What follows belongs to an exercise in optimizing a design on an open flow for small area; a production flow would make more cautious choices.
In this exercise RTL edits were held to simulation tests only and were not proved equivalent to the original.
Power figures rest on the tool's default switching activity, not on a simulated workload.

$ cat flow/run.sh
#!/bin/bash
# synth_recipe.tcl (not shown) runs the flow's synth.tcl, then flattens the netlist and writes it again
# the make line also repeats each setting of config.mk as NAME=value (left out here)
make -C /OpenROAD-flow-scripts/flow DESIGN_CONFIG=/design/flow/config.mk WORK_HOME=/design/flow/orfs CLKGATE_MAP_FILE= SYNTH_SCRIPT=/design/flow/synth_recipe.tcl finish
$ cat flow/config.mk
export PLATFORM = sky130hd
export DESIGN_NAME = uart_top
export DESIGN_NICKNAME = uart_top
export VERILOG_FILES = /design/flow/design.v
export SDC_FILE = /design/flow/constraint.sdc
export NUM_CORES = 4
export LEC_CHECK = 0
export CAP_MARGIN = 20
export CORE_MARGIN = 2
export CORE_UTILIZATION = 40
export SLEW_MARGIN = 20
$ cat flow/constraint.sdc
create_clock -name core_clock -period 20.0 [get_ports {clk_50MHz}]
set_input_delay 4.0000 -clock core_clock [delete_from_list [all_inputs] [get_ports {clk_50MHz}]]
set_output_delay 4.0000 -clock core_clock [all_outputs]
set_load 0.01 [all_outputs]
$ cat flow/design.v
`timescale 1ns/1ps
module baud_rate_generator #(
    parameter N = 9,     
    parameter M = 326    
)(
    input  wire        clk_50MHz,    
    input  wire        reset,        
    input  wire        phase_reset,  
    output wire        tick          
);
    reg [N-1:0] counter;
    always @(posedge clk_50MHz) begin
        if (reset || phase_reset) begin
            counter <= 0;
        end else if (counter == M-1) begin
            counter <= 0;
        end else begin
            counter <= counter + 1;
        end
    end
    assign tick = (counter == M-1);
endmodule
`timescale 1ns/1ps
module uart_receiver #(
    parameter DATA_BITS     = 8,
    parameter STOP_BIT_TICK = 16      
)(
    input  wire                 clk_50MHz,
    input  wire                 reset,         
    input  wire                 rx,            
    input  wire                 sample_tick,   
    output reg                  data_ready,    
    output wire [DATA_BITS-1:0] data_out,      
    output reg                  phase_reset    
);
  reg rx_sync0, rx_sync1, rx_prev;
  always @(posedge clk_50MHz) begin
    if (reset) begin
      rx_sync0 <= 1'b1;
      rx_sync1 <= 1'b1;
      rx_prev  <= 1'b1;
    end else begin
      rx_sync0 <= rx;
      rx_sync1 <= rx_sync0;
      rx_prev  <= rx_sync1;
    end
  end
  localparam [1:0]
    IDLE  = 2'b00,
    START = 2'b01,
    DATA  = 2'b10,
    STOP  = 2'b11;
  reg [1:0]                state, next_state;
  reg [3:0]                tick_cnt, next_tick;
  reg [3:0]                bit_cnt,  next_bit;
  reg [DATA_BITS-1:0]      data_reg, next_data;
  always @(posedge clk_50MHz) begin
    if (reset) begin
      state       <= IDLE;
      tick_cnt    <= 0;
      bit_cnt     <= 0;
      data_reg    <= {DATA_BITS{1'b0}};
      phase_reset <= 1'b0;
    end else begin
      phase_reset <= 1'b0;
      if (state == IDLE && rx_prev && !rx_sync1) begin
        state       <= START;
        tick_cnt    <= 0;
        phase_reset <= 1'b1;     
      end else begin
        state    <= next_state;
        tick_cnt <= next_tick;
      end
      bit_cnt  <= next_bit;
      data_reg <= next_data;
    end
  end
  always @* begin
    next_state = state;
    next_tick  = tick_cnt;
    next_bit   = bit_cnt;
    next_data  = data_reg;
    data_ready = 1'b0;
    case (state)
      IDLE: begin
      end
      START: begin
        if (sample_tick) begin
          if (tick_cnt == (STOP_BIT_TICK/2 - 1)) begin
            if (!rx_sync1) begin
              next_state = DATA;
              next_tick  = 0;
              next_bit   = 0;
              next_data  = {DATA_BITS{1'b0}};
            end else begin
              next_state = IDLE;  
            end
          end else begin
            next_tick = tick_cnt + 1;
          end
        end
      end
      DATA: begin
        if (sample_tick) begin
          if (tick_cnt == (STOP_BIT_TICK - 1)) begin
            next_data = { rx_sync1, data_reg[DATA_BITS-1:1] };
          end
          if (tick_cnt == STOP_BIT_TICK-1) begin
            next_tick = 0;
            if (bit_cnt == DATA_BITS-1)
              next_state = STOP;
            else
              next_bit = bit_cnt + 1;
          end else begin
            next_tick = tick_cnt + 1;
          end
        end
      end
      STOP: begin
        if (sample_tick) begin
          if (tick_cnt == STOP_BIT_TICK-1) begin
            data_ready = 1'b1;
            next_state = IDLE;
            next_tick  = 0;
          end else begin
            next_tick = tick_cnt + 1;
          end
        end
      end
    endcase
  end
  assign data_out = data_reg;
endmodule
module uart_transmitter
  #(
    parameter DATA_BITS     = 8,
    parameter STOP_BIT_TICK = 16     
  )
  (
    input  wire                   clk_50MHz,
    input  wire                   reset,        
    input  wire                   sample_tick,  
    input  wire                   tx_start,     
    input  wire [DATA_BITS-1:0]   data_in,      
    output wire                   tx,           
    output wire                   tx_busy,
    output wire                   tx_done_tick
  );
  localparam [1:0]
    S_IDLE  = 2'b00,
    S_START = 2'b01,
    S_DATA  = 2'b10,
    S_STOP  = 2'b11;
  reg [1:0]                state,       next_state;
  reg [3:0]                tick_cnt,    next_tick;
  reg [3:0]                bit_cnt,     next_bit;
  reg [DATA_BITS-1:0]      shreg,       next_shreg;
  reg                      tx_r,        next_tx;
  reg                      busy_r,      next_busy;
  reg                      done_r,      next_done;
  assign tx          = tx_r;
  assign tx_busy     = busy_r;
  assign tx_done_tick= done_r;
  always @(posedge clk_50MHz or posedge reset) begin
    if (reset) begin
      state    <= S_IDLE;
      tick_cnt <= 0;
      bit_cnt  <= 0;
      shreg    <= {DATA_BITS{1'b1}};   
      tx_r     <= 1'b1;
      busy_r   <= 1'b0;
      done_r   <= 1'b0;
    end else begin
      state    <= next_state;
      tick_cnt <= next_tick;
      bit_cnt  <= next_bit;
      shreg    <= next_shreg;
      tx_r     <= next_tx;
      busy_r   <= next_busy;
      done_r   <= next_done;
    end
  end
  always @* begin
    next_state = state;
    next_tick  = tick_cnt;
    next_bit   = bit_cnt;
    next_shreg = shreg;
    next_tx    = tx_r;
    next_busy  = busy_r;
    next_done  = 1'b0;               
    case (state)
      S_IDLE: begin
        next_tx   = 1'b1;
        next_busy = 1'b0;
        if (tx_start) begin
          next_state  = S_START;
          next_shreg  = data_in;      
          next_tick   = 0;
          next_busy   = 1'b1;
        end
      end
      S_START: begin
        next_tx   = 1'b0;             
        next_busy = 1'b1;
        if (sample_tick) begin
          if (tick_cnt == STOP_BIT_TICK-1) begin
            next_state = S_DATA;
            next_tick  = 0;
            next_bit   = 0;
          end else
            next_tick = tick_cnt + 1;
        end
      end
      S_DATA: begin
        next_tx   = shreg[0];         
        next_busy = 1'b1;
        if (sample_tick) begin
          if (tick_cnt == STOP_BIT_TICK-1) begin
            next_tick   = 0;
            next_shreg  = {1'b1, shreg[DATA_BITS-1:1]};  
            if (bit_cnt == DATA_BITS-1)
              next_state = S_STOP;
            else
              next_bit = bit_cnt + 1;
          end else
            next_tick = tick_cnt + 1;
        end
      end
      S_STOP: begin
        next_tx   = 1'b1;             
        next_busy = 1'b1;
        if (sample_tick) begin
          if (tick_cnt == STOP_BIT_TICK-1) begin
            next_state = S_IDLE;
            next_tick  = 0;
            next_done  = 1'b1;       
          end else
            next_tick = tick_cnt + 1;
        end
      end
    endcase
  end
endmodule
`timescale 1ns/1ps
module nmea_parser (
    input wire clk,
    input wire rst,
    input wire [7:0] rx_data,
    input wire rx_valid,
    output reg [7:0] lat_deg,
    output reg [12:0] lat_min,
    output reg [7:0] lon_deg,
    output reg [12:0] lon_min,
    output reg valid_fix
);
    localparam IDLE      = 5'b00000; 
    localparam DETECT_G  = 5'b00001; 
    localparam DETECT_P  = 5'b00010; 
    localparam DETECT_R  = 5'b00011; 
    localparam DETECT_M  = 5'b00100; 
    localparam DETECT_C  = 5'b00101; 
    localparam SKIP      = 5'b00110; 
    localparam SKIP1     = 5'b00111; 
    localparam SKIPA     = 5'b01000; 
    localparam READ_LAT  = 5'b01001; 
    localparam SKIP_NS   = 5'b01010; 
    localparam READ_LON  = 5'b01011; 
    localparam SKIP_EW   = 5'b01100; 
    localparam WAIT_CR   = 5'b01101; 
    localparam WAIT_LF   = 5'b01110; 
    localparam DONE      = 5'b01111; 
	 reg [4:0] next_state, state;
    reg [14:0] idx;
    reg [7:0] lat_idx;
    reg [7:0] lon_idx;
    reg [7:0] lat_str [0:15];
    reg [7:0] lon_str [0:15];
    always @(posedge clk)begin 
        if(rst == 0)begin
            state <= IDLE;
        end else begin
            state <= next_state;
        end
    end
    always @(*) begin  
        next_state = state;
        case(state)
            IDLE: next_state = (rx_data == 8'h24 && rx_valid)? DETECT_G : IDLE;
            DETECT_G:  next_state = (rx_data == 8'h47 && rx_valid) ? DETECT_P : DETECT_G;
            DETECT_P:  next_state = (rx_data == 8'h50 && rx_valid) ? DETECT_R : DETECT_P;
            DETECT_R: next_state = (rx_data == 8'h52 && rx_valid) ? DETECT_M : DETECT_R;
            DETECT_M: next_state = (rx_data == 8'h4D && rx_valid) ? DETECT_C : DETECT_M;
            DETECT_C:  next_state = (rx_data == 8'h43 && rx_valid) ? SKIP : DETECT_C;
            SKIP: next_state = (rx_data == 8'h2C && rx_valid)? SKIP1 : SKIP;
            SKIP1: next_state = (rx_data == 8'h2C && rx_valid)? SKIPA : SKIP1;
            SKIPA: next_state = (rx_data == 8'h2C && rx_valid)? READ_LAT : SKIPA;
            READ_LAT: next_state = (rx_data == 8'h2C && rx_valid)? SKIP_NS : READ_LAT;
            SKIP_NS: next_state = (rx_data == 8'h2C && rx_valid)? READ_LON : SKIP_NS;
            READ_LON: next_state = (rx_data == 8'h2C && rx_valid)? SKIP_EW : READ_LON;
            SKIP_EW: next_state = (rx_data == 8'h2C && rx_valid)? DONE : SKIP_EW;
            WAIT_CR: next_state = (rx_data == "\r" && rx_valid) ? DONE : WAIT_CR;   
            DONE: next_state = IDLE;
            default: next_state = IDLE;
        endcase
    end
    always @(posedge clk) begin
        if (!rst) begin
            idx <= 0;
            lat_idx <= 0;
            lon_idx <= 0;
            valid_fix <= 0;
            lat_deg <= 'd0;
            lat_min <= 'd0;
            lon_deg <= 'd0;
            lon_min <= 'd0;
        end else begin
            case (state)
                SKIP1: begin
                    lat_idx <= 0;
                end
                READ_LAT: begin
                    if (rx_data != "," && rx_valid) begin
                        if (lat_idx < 16)
                            lat_str[lat_idx[3:0]] <= rx_data;
                        lat_idx <= lat_idx + 1;
                    end
                end
                SKIP_NS: begin
                    lon_idx <= 0;
                end
                READ_LON: begin
                    if (rx_data != "," && rx_valid) begin
                        if (lon_idx < 16)
                            lon_str[lon_idx[3:0]] <= rx_data;
                        lon_idx <= lon_idx + 1;
                    end 
                end
                DONE: begin
                    lat_deg <= ((lat_str[0] - 8'h30) * 10 + (lat_str[1]- 8'h30));
                    lat_min <= (((lat_str[2]- 8'h30) * 10 + (lat_str[3]- 8'h30)) * 100 +
                                ((lat_str[5] - 8'h30) * 10 + (lat_str[6]- 8'h30)));
                    lon_deg <= (lon_str[0]- 8'h30) * 100 + (lon_str[1]- 8'h30) * 10 + (lon_str[2]- 8'h30);
                    lon_min <= (((lon_str[3] - 8'h30) * 10 + (lon_str[4] - 8'h30)) * 100 +
                                ((lon_str[6] - 8'h30) * 10 + (lon_str[7] - 8'h30)));
                    valid_fix <= 1;
                end
            endcase
        end
    end
endmodule
`timescale 1ns/1ps
module uart_top #(
    parameter DATA_BITS     = 8,
    parameter STOP_BIT_TICK = 16,    
    parameter BR_LIMIT      = 27,    
    parameter BR_BITS       = 5      
)(
    input  wire                  clk_50MHz,
    input  wire                  reset,     
    input  wire                  rx,        
    output wire                  tx,        
    output wire [7:0]            lat_deg,
    output wire [12:0]           lat_min,
    output wire [7:0]            lon_deg,
    output wire [12:0]           lon_min,
    output wire                  valid_fix
);
    wire                    tick;
    wire                    phase_reset;
    wire                    rx_done_tick;
    wire [DATA_BITS-1:0]    rx_data_out;
    wire                    tx_busy, tx_done_tick;
    reg  [DATA_BITS-1:0]    pending_buffer;
    reg                     pending_flag;
    reg  [DATA_BITS-1:0]    tx_buffer;
    reg                     tx_start_d;
    baud_rate_generator #(
        .N(BR_BITS),
        .M(BR_LIMIT)
    ) BAUD_GEN (
        .clk_50MHz   (clk_50MHz),
        .reset       (~reset),
        .phase_reset (phase_reset),
        .tick        (tick)
    );
    uart_receiver #(
        .DATA_BITS     (DATA_BITS),
        .STOP_BIT_TICK (STOP_BIT_TICK)
    ) UART_RX (
        .clk_50MHz    (clk_50MHz),
        .reset        (~reset),
        .rx           (rx),
        .sample_tick  (tick),
        .data_ready   (rx_done_tick),
        .data_out     (rx_data_out),
        .phase_reset  (phase_reset)
    );
    always @(posedge clk_50MHz or negedge reset) begin
        if (!reset) begin
            pending_flag  <= 1'b0;
            pending_buffer<= {DATA_BITS{1'b0}};
            tx_buffer     <= {DATA_BITS{1'b0}};
            tx_start_d    <= 1'b0;
        end else begin
            tx_start_d <= 1'b0;
            if (rx_done_tick) begin
                if (!tx_busy) begin
                    tx_buffer  <= rx_data_out;
                    tx_start_d <= 1'b1;
                end else begin
                    pending_buffer <= rx_data_out;
                    pending_flag   <= 1'b1;
                end
            end
            else if (tx_done_tick && pending_flag) begin
                tx_buffer    <= pending_buffer;
                tx_start_d   <= 1'b1;
                pending_flag <= 1'b0;
            end
        end
    end
    uart_transmitter #(
        .DATA_BITS     (DATA_BITS),
        .STOP_BIT_TICK (STOP_BIT_TICK)
    ) UART_TX (
        .clk_50MHz    (clk_50MHz),
        .reset        (~reset),
        .sample_tick  (tick),
        .tx_start     (tx_start_d),
        .data_in      (tx_buffer),
        .tx           (tx),
        .tx_busy      (tx_busy),
        .tx_done_tick (tx_done_tick)
    );
    nmea_parser PARSER (
        .clk       (clk_50MHz),
        .rst       (reset),
        .rx_data   (rx_data_out),
        .rx_valid  (rx_done_tick),
        .lat_deg   (lat_deg),
        .lat_min   (lat_min),
        .lon_deg   (lon_deg),
        .lon_min   (lon_min),
        .valid_fix (valid_fix)
    );
endmodule
==> impl_metrics.tcl <==
set metrics [dict create \
    status "timing/DRC/antenna clean" \
    worstHoldStart "UART_RX.rx_sync0" \
    grt-ovfl-total 0 \
    min_period_over_period_pct 31.4 \
    drv_cap 0 \
    worst_slack_ns 13.72 \
    routedWlPerCell_um 15.8 \
    r2r_cells 25 \
    antenna_found_initial 0 \
    drive_gt1_share_pct 5.62 \
    firstDrtPassIters 5 \
    cp-start-kind "flop" \
    leakage_uw 0.00706 \
    finalHoldViolCount 0 \
    synth_nets 1720 \
    cp.arrival_ns 6.69 \
    rsz0062_at_grt "false" \
    holdPathEnd "UART_RX.rx_sync1" \
    diodes 0 \
    critical_path_required_ns 20.42 \
    multi_input_area_um2 8430 \
    final_nets 1765 \
    reg2reg_from "PARSER.lat_str[2][1]" \
    finClkSkew_ns 0.0146 \
    start_util_pct 40.6 \
    tritoncts "yes" \
    ys_seq_area_share_pct 39.0 \
    numCtsBuffers 27 \
    synth.avg_cell_area_um2 10.1 \
    min_period_ns 6.28 \
    timing.critical_path.from "PARSER.lat_str[2][1]" \
    holdWs_ns 0.416 \
    min_path_type "reg -> reg" \
    first_global_vias 10336 \
    dieHeight_um 197 \
    wirelength_um 31600 \
    p_per_area_nw_per_um2 62.0 \
    fillers 3457 \
    ys_warn_count 5 \
    layout.area.seq_um2 5790 \
    grt_use_total_pct 17.1 \
    netlist_area_um2 14900 \
    fin_area_um2 16800 \
    clockBufferDepth 3 \
    critPathMaxFanout 4 \
    numPortBuffers 46 \
    die_area_um2 38700 \
    ir_drop_mv 0.0574 \
    area_growth_pct 13.2 \
    slew_violations 0 \
    holdBufCountCts 0 \
    ios 47 \
    clkLatencyLatePin_ns 0.56 \
    worstMarginPinSlew_ns 1.06 \
    r2r_end "PARSER.lat_min[12]" \
    placed_cells_incl_taps 1948 \
    instances_no_fill 1998 \
    dr_total_vias 10286 \
    tns_ns 0 \
    synth-edff-count 100 \
    fp-row-count 70 \
    crit_type "reg -> reg" \
    drc 0 \
    largest_register_ffs 53 \
    postCtsSetupBuffers 0 \
    drtAntennaViolNets 0 \
    grt_max_degree 56 \
    place_hpwl_um 23200 \
    clock-root-buffer "clkbuf_16" \
    synth-main-ff-cell "edfxtp_1" \
    cts_resized 0 \
    place_area_um2 15800 \
    timing.fmax_mhz 159 \
    grt_first_pass_wirelength_um 53000 \
    ys_async_sr_fraction_pct 17.0 \
    relSlewSlack_pct 29.1 \
    synthCells 1464 \
    die_w_um 197 \
    setup_viol 0 \
    hold_path_depth 1 \
    ys_ff_latch 229 \
    floorplan.core_area_um2 36600 \
    cp-end-kind "flop" \
    reg2reg_slack_ns 13.72 \
    dp_slack_ns 13.45 \
    numClockSinks 229 \
    synth_cell_types 61 \
    htree_levels 1 \
    gp_congestion 0.876 \
    drt_iter0_drc 673 \
    path_clk_slew_ns 0.06 \
    via_per_inst 5.15 \
]
[through the flow]
stage	power [uW]	utilization [%]
floorplan	504	-
global placement	508	43.2
detailed placement	509	43.2
CTS	1050	45.9
global route	1080	46.0
finish	1040	46.0
[layer usage]
layer	vias to the layer above	GRT usage, %	routed length, um
li1	5149	-	-
met1	4928	23.2	15000
met2	162	28.7	14700
met3	47	2.77	1250
met5	-	0	0
met4	0	3.82	609
[cells by family after synthesis]
logic type                 Yosys count  synth area share (%)
and+or+nand+nor                    368                  11.5
AOI/OAI and AO/OA                  272                  10.8
adders and majority gates          253                  23.7
DFF                                229                  39.0
buffers and inverters              171                  4.33
xor gates and xnor gates           140                  8.58
muxes                               31                  2.16
[where the power goes]
group / internal, uW / switching [uW]
logic: 2.88 / 8.41
clock network: 334 / 210
registers: 486 / 0.971
[how the worst max path moves through the flow]
stage | endpoint | slack [ns] | depth (start not counted)
global route | PARSER.lat_min[12] | 13.40 | 25
global placement | PARSER.lon_str[3][4] | 13.49 | 6
floorplan | PARSER.lat_min[12] | 14.11 | 25
CTS | PARSER.lat_min[12] | 13.70 | 25
finish | PARSER.lat_min[12] | 13.72 | 25
detailed placement | PARSER.lon_str[3][5] | 13.45 | 6
[layout by cell type, fill, tap and decap left out, types with 8 or more instances in the layout]
master / instances
ha_1: 206
nand2_1: 135
inv_1: 131
a21oi_1: 131
edfxtp_1: 100
xnor2_1: 99
nor2_1: 95
dfxtp_1: 89
o21ai_0: 47
fa_1: 47
clkdlybuf4s50_1: 45
xor2_1: 37
dfrtp_1: 30
nand3_1: 28
clkbuf_16: 27
a21o_1: 24
mux2i_1: 22
nor3_1: 19
o21bai_1: 18
and2_1: 16
nand2b_1: 15
nand4_1: 12
a31oi_1: 11
a211oi_1: 10
dfstp_2: 9
nor4_1: 9
mux2_2: 9
buf_4: 8
[critical path, cell delays in order (launching register included)]
cell      delay (ns)
edfxtp_1        0.42
ha_1            0.31
ha_1            0.23
fa_1            0.45
ha_1            0.35
o21a_1          0.12
o31a_1          0.13
a21oi_1         0.27
ha_1            0.29
ha_1            0.27
inv_1           0.05
fa_1            0.53
inv_1           0.04
ha_1            0.33
a21oi_1         0.18
xor2_1          0.12
fa_1            0.41
xor2_1          0.16
xnor2_1         0.13
xnor2_1         0.16
xnor2_1         0.25
xnor2_2         0.14
xnor2_1         0.15
xnor3_1         0.35
xnor2_1         0.22
o31ai_2         0.07
[Yosys cell counts (30+ instances only)]
cell type / number / area [um^2]
ha_1: 206 / 2580
nand2_1: 135 / 507
a21oi_1: 131 / 656
inv_1: 131 / 492
edfxtp_1: 100 / 3000
xnor2_1: 99 / 867
nor2_1: 96 / 360
dfxtp_1: 90 / 1800
fa_1: 47 / 941
o21ai_0: 47 / 235
xor2_1: 37 / 324
clkbuf_1: 33 / 124
dfrtp_1: 30 / 751
[cell type report]
| class | count | area share (%) |
|---|---|---|
| Timing Repair Buffer | 54 | 3.06 |
| Tap cell | 468 | 3.48 |
| Clock inverter | 21 | 1.80 |
| Sequential cell | 229 | 34.4 |
| Multi-Input combinational cell | 1064 | 50.1 |
| Clock buffer | 29 | 4.12 |
| Inverter | 133 | 2.97 |

afterwards: timing with drivers on the ports:
The results above use ideal ports. As a check the final layout listed here was re-extracted and re-timed, cells and wires unchanged.
Step 1 assumes that a clkbuf_16 drives the clock port and a buf_2 every other input.
Step 2 also shifts input and output timing later by t, the mid clock arrival at the registers, as if the neighbouring blocks saw the same clock.
a / b / c = ideal ports / drivers / drivers and shift; a / b = the first two.
t (ns): 0.602
slack for setup (ns): 13.725 / 13.725 / 13.538
clock arrival spread, ns: 0.015 / 0.016
worst slew at a driven data input, ns: 0.03
After both steps setup and hold are still met in this run. The setup slack of this run moves by 0.000 ns with the drivers and by -0.187 ns with both steps.
